This is an optimization exercise on Yosys and OpenROAD, whose aim is small area and a short achievable clock period, not a production implementation.
Only simulation tests tie the RTL to the original design; equivalence was not proved.

Setup of run a:
==> flow/design.v (excerpt) <==
module fir_gen (
  input clk, input reset, input Load_x,
  input signed [8:0] x_in, input signed [8:0] c_in,
  output signed [10:0] y_out);
  reg [11:0] cm [0:14];   
  reg [2:0] cs [0:14];    
  reg [8:0] x;
  reg [10:0] x3;
  wire [10:0] x3_in = {x_in[8], x_in[8], x_in} + {x_in[8], x_in, 1'b0};
  reg [8:0] xn;     
  reg [10:0] x3n;   
  reg [18:0] a14_0;
  reg [18:0] a14_1;
  reg [18:0] a13_0;
  reg [18:0] a13_1;
  reg [18:0] a12_0;
  reg [18:0] a12_1;
  reg [18:0] a11_0;
  reg [18:0] a11_1;
  reg [18:0] a10_0;
  reg [18:0] a10_1;
  reg [18:0] a9_0;
  reg [18:0] a9_1;
  reg [18:0] a8_0;
  reg [18:0] a8_1;
  reg [18:0] a7_0;
  reg [18:0] a7_1;
  reg [18:0] a6_0;
  reg [18:0] a6_1;
  reg [18:0] a5_0;
  reg [18:0] a5_1;
  reg [18:0] a4_0;
  reg [18:0] a4_1;
  reg [18:0] a3_0;
  reg [18:0] a3_1;
  reg [18:0] a2_0;
  reg [18:0] a2_1;
  reg [18:0] a1_0;
  reg [18:0] a1_1;
  reg [18:0] q0;
  reg [18:0] q1;
  wire [9:0] cx = {c_in, 1'b0};
  wire [11:0] cin_m;
  wire [2:0] cin_s;
  genvar j;
  ...
For scale: ~3900 cells after synthesis, about 760 flip-flops, ~32 I/O pins, about 47000 um2 of cells after synthesis.
==> flow/config.mk <==
export PLATFORM = sky130hd
export DESIGN_NAME = fir_gen
export DESIGN_NICKNAME = fir_gen
export VERILOG_FILES = /design/flow/design.v
export SDC_FILE = /design/flow/constraint.sdc
export NUM_CORES = 4
export LEC_CHECK = 0
export CAP_MARGIN = 20
export CORE_MARGIN = 2
export CORE_UTILIZATION = 68
export SETUP_SLACK_MARGIN = 3.45
export SLEW_MARGIN = 20
export SYNTH_HIERARCHICAL = 1
export SYNTH_MINIMUM_KEEP_SIZE = 0
export TNS_END_PERCENT = 5
==> flow/constraint.sdc <==
create_clock -name core_clock -period 6.0 [get_ports {clk}]
set_input_delay 1.2000 -clock core_clock [delete_from_list [all_inputs] [get_ports {clk}]]
set_output_delay 1.2000 -clock core_clock [all_outputs]
set_load 0.01 [all_outputs]
run.sh (not shown) runs the stock make flow with config.mk's settings and CLKGATE_MAP_FILE= SYNTH_SCRIPT=/design/flow/synth_recipe.tcl, a recipe that flattens the netlist after the stock synthesis.
The flow did not stop early for run a: all stages ran, and the layout cleared the timing, DRC and antenna checks.
What run b does differently from run a at the input level:
- clearing TNS_END_PERCENT, which used to be 5
- swapping 3.45 for 3.4 in SETUP_SLACK_MARGIN
Results
No stage failed in run b, and the final checks on the layout all came back clean. Any difference in placed wire-length estimate after detailed placement between run b and run a is small enough to ignore. Start point of the critical path = cs[10][0]: run a; start point of the critical path = x[8]: run b. Between run b and run a, critical path depth in cells is higher for run b, run a comes in under that. Run b — number of antenna violations at the first check in global routing 2 higher, run a as reference. Final cell area: run b above run a. When run b is set beside run a, its final critical path time including I/O delays and setup turns out to be 0.015 ns larger. What run a reported for total wire length after detailed routing has to be multiplied by 1.19 to get the figure for run b. From run a to run b the numbers moved as follows: maximum operating frequency fell by 0.54%, largest net degree at the start of global routing went down by 3.9%.

* * *

Starting RTL as in the previous note.
clock: 6.0 ns
lec_check: 0
cap_margin: 20
core_margin: 2
core_utilization: 70
setup_slack_margin: 3.1
slew_margin: 20
synth_hierarchical: 1
synth_minimum_keep_size: 0
Change:
--- a/flow/config.mk
+++ b/flow/config.mk
@@ -9,4 +9,4 @@
 export CORE_MARGIN = 2
-export CORE_UTILIZATION = 70
-export SETUP_SLACK_MARGIN = 3.1
+export CORE_UTILIZATION = 68
+export SETUP_SLACK_MARGIN = 3.2
 export SLEW_MARGIN = 20
Effect: The new run completed with no timing, DRC or antenna violations; die area went up by 2.9%; synthesized area is unchanged; setup slack improved by 0.11 ns; first-iteration DRC count came out lower by 8.3%; worst hold slack is worse by 0.011 ns; cell count came out higher by 1.3%; cell area rises by 2.0%; utilization went down by 1.2 points; critical path depth goes down by 1; register-to-register slack improves by 0.11 ns.

[port drivers added, routing unchanged]
Ports are ideal in the flow. The routed layouts listed here were re-timed in OpenROAD.
Step 1 assumes that a clkbuf_16 drives the clock port and a buf_2 every other input.
Step 2, shift: input delay + t, output delay - t, t = (earliest + latest rising clock arrival at the registers) / 2. This alone moves slack from input paths to output paths.
a / b / c = no drivers / after step 1 / after step 2; a / b = the first two.
run | t (ns) | setup WS [ns] | worst slew at a driven data input, ns
run a | 0.703 | 3.147 / 3.147 / 2.565 | 0.15
run b | 0.724 | 3.132 / 3.132 / 2.599 | 0.15
the first run of note 2 | 0.692 | 2.989 / 2.989 / 2.405 | 0.09
the second run of note 2 | 0.704 | 3.099 / 3.099 / 2.543 | 0.12
After both steps setup and hold are still met in every run listed. For the first run of note 2, which loses most, drivers alone change the setup slack by 0.000 ns; drivers and shift together by -0.584 ns.
